From an optimization exercise on the open Yosys and OpenROAD flow, aimed at small area and a short achievable clock period; shortcuts taken in it are not production practice.
Only simulation tests tie the RTL to the original design; equivalence was not proved.
No activity file was given, so power comes from the tool's default toggle rates.

==> flow/design.v <==
module debounce (rst, clk, noisy, clean);
   input rst, clk, noisy;
   output reg clean;
   parameter NDELAY = 4;
   parameter NBITS = 3;
   reg [NBITS-1:0] count;
   reg xnew;
   always @(posedge clk)
      if (rst) begin xnew <= noisy; clean <= noisy; count <= 0; end
      else if (noisy != xnew) begin xnew <= noisy; count <= 0; end
      else if (count == NDELAY) clean <= xnew;
      else count <= count+1;
endmodule
module progLogic(clk,rst,switch,enter,dataWr,nDataWr,addrWr,wrEn);
input clk,rst,enter;
input [7:0] switch;
output reg [15:0] dataWr;
output reg [15:0] nDataWr;    
output reg [7:0] addrWr;
output reg wrEn;
reg [7:0] hi;
reg count;
reg enterPrev;
wire press = enterPrev & ~enter;
always @(posedge clk) begin
	enterPrev <= enter;
	if (rst) begin
		wrEn <= 1'b0;
		addrWr <= 8'd0;
		count <= 1'b0;
	end else if (press) begin
		if (!count) begin
			hi <= switch;
			count <= 1'b1;
		end else begin
			dataWr <= {hi, switch};
			nDataWr <= ~{hi, switch};
			wrEn <= 1'b1;
		end
	end else if (wrEn) begin
		addrWr <= addrWr + 8'd1;
		wrEn <= 1'b0;
		count <= 1'b0;
	end
end
endmodule
module mem1R1W(clk, rst, jump, step, target, dataRd, addrWr, dataWr, nDataWr, wrEn);
input clk, rst;
input jump;              
input step;              
input [7:0] target;
output [15:0] dataRd;
input [7:0] addrWr;
input [15:0] dataWr;
input [15:0] nDataWr;     
input wrEn;
localparam NP = 22;
reg [4095:0] ring;
reg [7:0] rot;           
reg [15:0] selLo;        
reg [15:0] selHi;        
reg [7:0] pphys;         
reg pv;                  
wire [7:0] nrot = ~rot;   
wire [3:0] jtLo = target[3:0] + nrot[3:0];
wire [3:0] jtHi = target[7:4] + nrot[7:4];
wire [15:0] tLo = 16'd1 << target[3:0];
wire [15:0] leLo = ~(16'hfffe << rot[3:0]);    
wire carry = (tLo & ~leLo) != 16'd0;
wire [15:0] jHi0 = 16'd1 << jtHi;
wire [15:0] jHi = carry ? {jHi0[14:0], jHi0[15]} : jHi0;
always @(posedge clk) begin
	rot <= rot + 8'd1;
	if (rst) begin
		selLo <= 16'd1 << nrot[3:0];
		selHi <= 16'd1 << nrot[7:4];
	end else if (jump) begin
		selLo <= 16'd1 << jtLo;
		selHi <= jHi;
	end else if (!step) begin
		selLo <= {selLo[0], selLo[15:1]};
		if (selLo[0])
			selHi <= {selHi[0], selHi[15:1]};
	end
end
reg [63:0] nPart;
reg byp;
reg [15:0] g;
integer i, k;
wire [15:0] pLo = 16'd1 << pphys[3:0];
wire [15:0] pHi = 16'd1 << pphys[7:4];
always @(posedge clk) begin
	byp <= pv && (selLo & pLo) != 0 && (selHi & pHi) != 0;
	for (k = 0; k < 4; k = k + 1) begin
		g = 16'd0;
		for (i = 64*k; i < 64*k + 64; i = i + 1)
			g = g | (ring[i*16 +: 16] & {16{selLo[i%16] & selHi[i/16]}});
		nPart[k*16 +: 16] <= ~g;
	end
end
assign dataRd = byp ? ~nDataWr : ~(nPart[15:0] & nPart[31:16] & nPart[47:32] & nPart[63:48]);
function [7:0] port(input integer j);
	port = (j * 256) / NP;
endfunction
wire [7:0] pphysNext = wrEn ? addrWr + nrot : pphys - 8'd1;
wire land = en != 0;
wire pvNext = wrEn | (pv & ~land);
reg [NP-1:0] en;
integer j;
always @(posedge clk) begin
	pv <= pvNext;
	pphys <= pphysNext;
	for (j = 0; j < NP; j = j + 1)
		en[j] <= pvNext && pphysNext == port(j) + 8'd1;
end
always @(posedge clk) begin
	ring <= {ring[15:0], ring[4095:16]};
	for (j = 0; j < NP; j = j + 1)
		if (en[j])
			ring[port(j)*16 +: 16] <= dataWr;
end
endmodule
module LedCPUcore(clk,rst,dataRd,jump,step,target,outPattern);
input  clk,rst;
input [15:0] dataRd;
output jump, step;
output [7:0] target;
output reg [7:0] outPattern;
parameter FREQ = 5;
reg [7:0] count;
reg [7:0] processTime;
wire show = dataRd[7:0] != 0;
wire done = processTime == dataRd[7:0];
assign jump = !show;
assign step = show && done;
assign target = dataRd[15:8];
always @(posedge clk) begin
	if (rst) begin
		outPattern <= 0;
		count <= 0;
		processTime <= 0;
	end else if (show) begin
		outPattern <= dataRd[15:8];
		count <= (count == FREQ) ? 8'd0 : count + 8'd1;
		if (done)
			processTime <= 0;
		else if (count == FREQ)
			processTime <= processTime + 8'd1;
	end else
		count <= count + 8'd1;
end
endmodule
module LedCPUwithRAM(
	clk,
	rst,
	switch,
	enter,
	outPattern
);
input clk, rst;
input [7:0] switch;
input enter;
output [7:0] outPattern;
parameter NDELAY = 4;
parameter FREQ = 5;
wire enterDB, wrEn, jump, step;
wire [7:0] addrWr, target;
wire [15:0] dataWr, nDataWr, dataRd;
debounce #(NDELAY) debounce_1(.rst(rst), .clk(clk), .noisy(enter), .clean(enterDB));
progLogic progLogic_1(.clk(clk), .rst(rst), .switch(switch), .enter(enterDB), .addrWr(addrWr), .dataWr(dataWr), .nDataWr(nDataWr), .wrEn(wrEn));
mem1R1W mem1R1W_1(.clk(clk), .rst(rst), .jump(jump), .step(step), .target(target), .dataRd(dataRd), .addrWr(addrWr), .dataWr(dataWr), .nDataWr(nDataWr), .wrEn(wrEn));
LedCPUcore #(FREQ) LedCPUcore_1(.clk(clk), .rst(rst), .dataRd(dataRd), .jump(jump), .step(step), .target(target), .outPattern(outPattern));
endmodule
Settings: LEC_CHECK=0, CAP_MARGIN=20, CORE_MARGIN=2, CORE_UTILIZATION=66, CTS_CLUSTER_DIAMETER=80, CTS_CLUSTER_SIZE=24, SETUP_SLACK_MARGIN=3.0, SLEW_MARGIN=20, SYNTH_MEMORY_MAX_BITS=8192, TNS_END_PERCENT=10; clock period 5.5 ns.
run.sh (not shown) runs the stock make flow with config.mk's settings and CLKGATE_MAP_FILE= SYNTH_SCRIPT=/design/flow/synth_recipe.tcl, a recipe that flattens the netlist after the stock synthesis.
The first run completed without violations.
Change:
Settings changed: CORE_UTILIZATION 66 to 60.
Result:
- first-iteration DRC count is lower by 13%
- design area is higher by 0.69%
- total power is higher by 0.61%
- die area is higher by 9.9%
- sequential power hardly moves
- setup slack is better by 0.17 ns
- critical path depth is lower by 1
- core utilization is lower by 6.3 points
- non-clock buffer count is higher by 18
- via count is lower by 1.0%
- hold slack is better by 0.0091 ns

## what the ideal ports hide
In the flow no input, the clock included, has a driving cell. The finished layouts below were timed again as built, in two steps.
Step 1 sets driving cells, clkbuf_16 on the clock port and buf_2 on the other inputs (assumed; they add their load-dependent delay and slew).
Step 2 also shifts input and output timing later by t, the mid clock arrival at the registers, as if the neighbouring blocks saw the same clock.
Slacks: no drivers / after step 1 / after step 2; pairs: no drivers / after step 1.
| run | t (ns) | setup slack, ns | worst register clock-pin slew, ns | pins driven straight from the clock port |
|---|---|---|---|---|
| the first run | 0.994 | 2.641 / 2.641 / 2.044 | 0.10 / 0.10 | 1 |
| the second run | 1.002 | 2.813 / 2.813 / 2.129 | 0.10 / 0.10 | 1 |
After both steps every run listed still meets setup and hold. For the second run, which loses most, drivers alone change the setup slack by 0.000 ns; drivers and shift together by -0.684 ns.
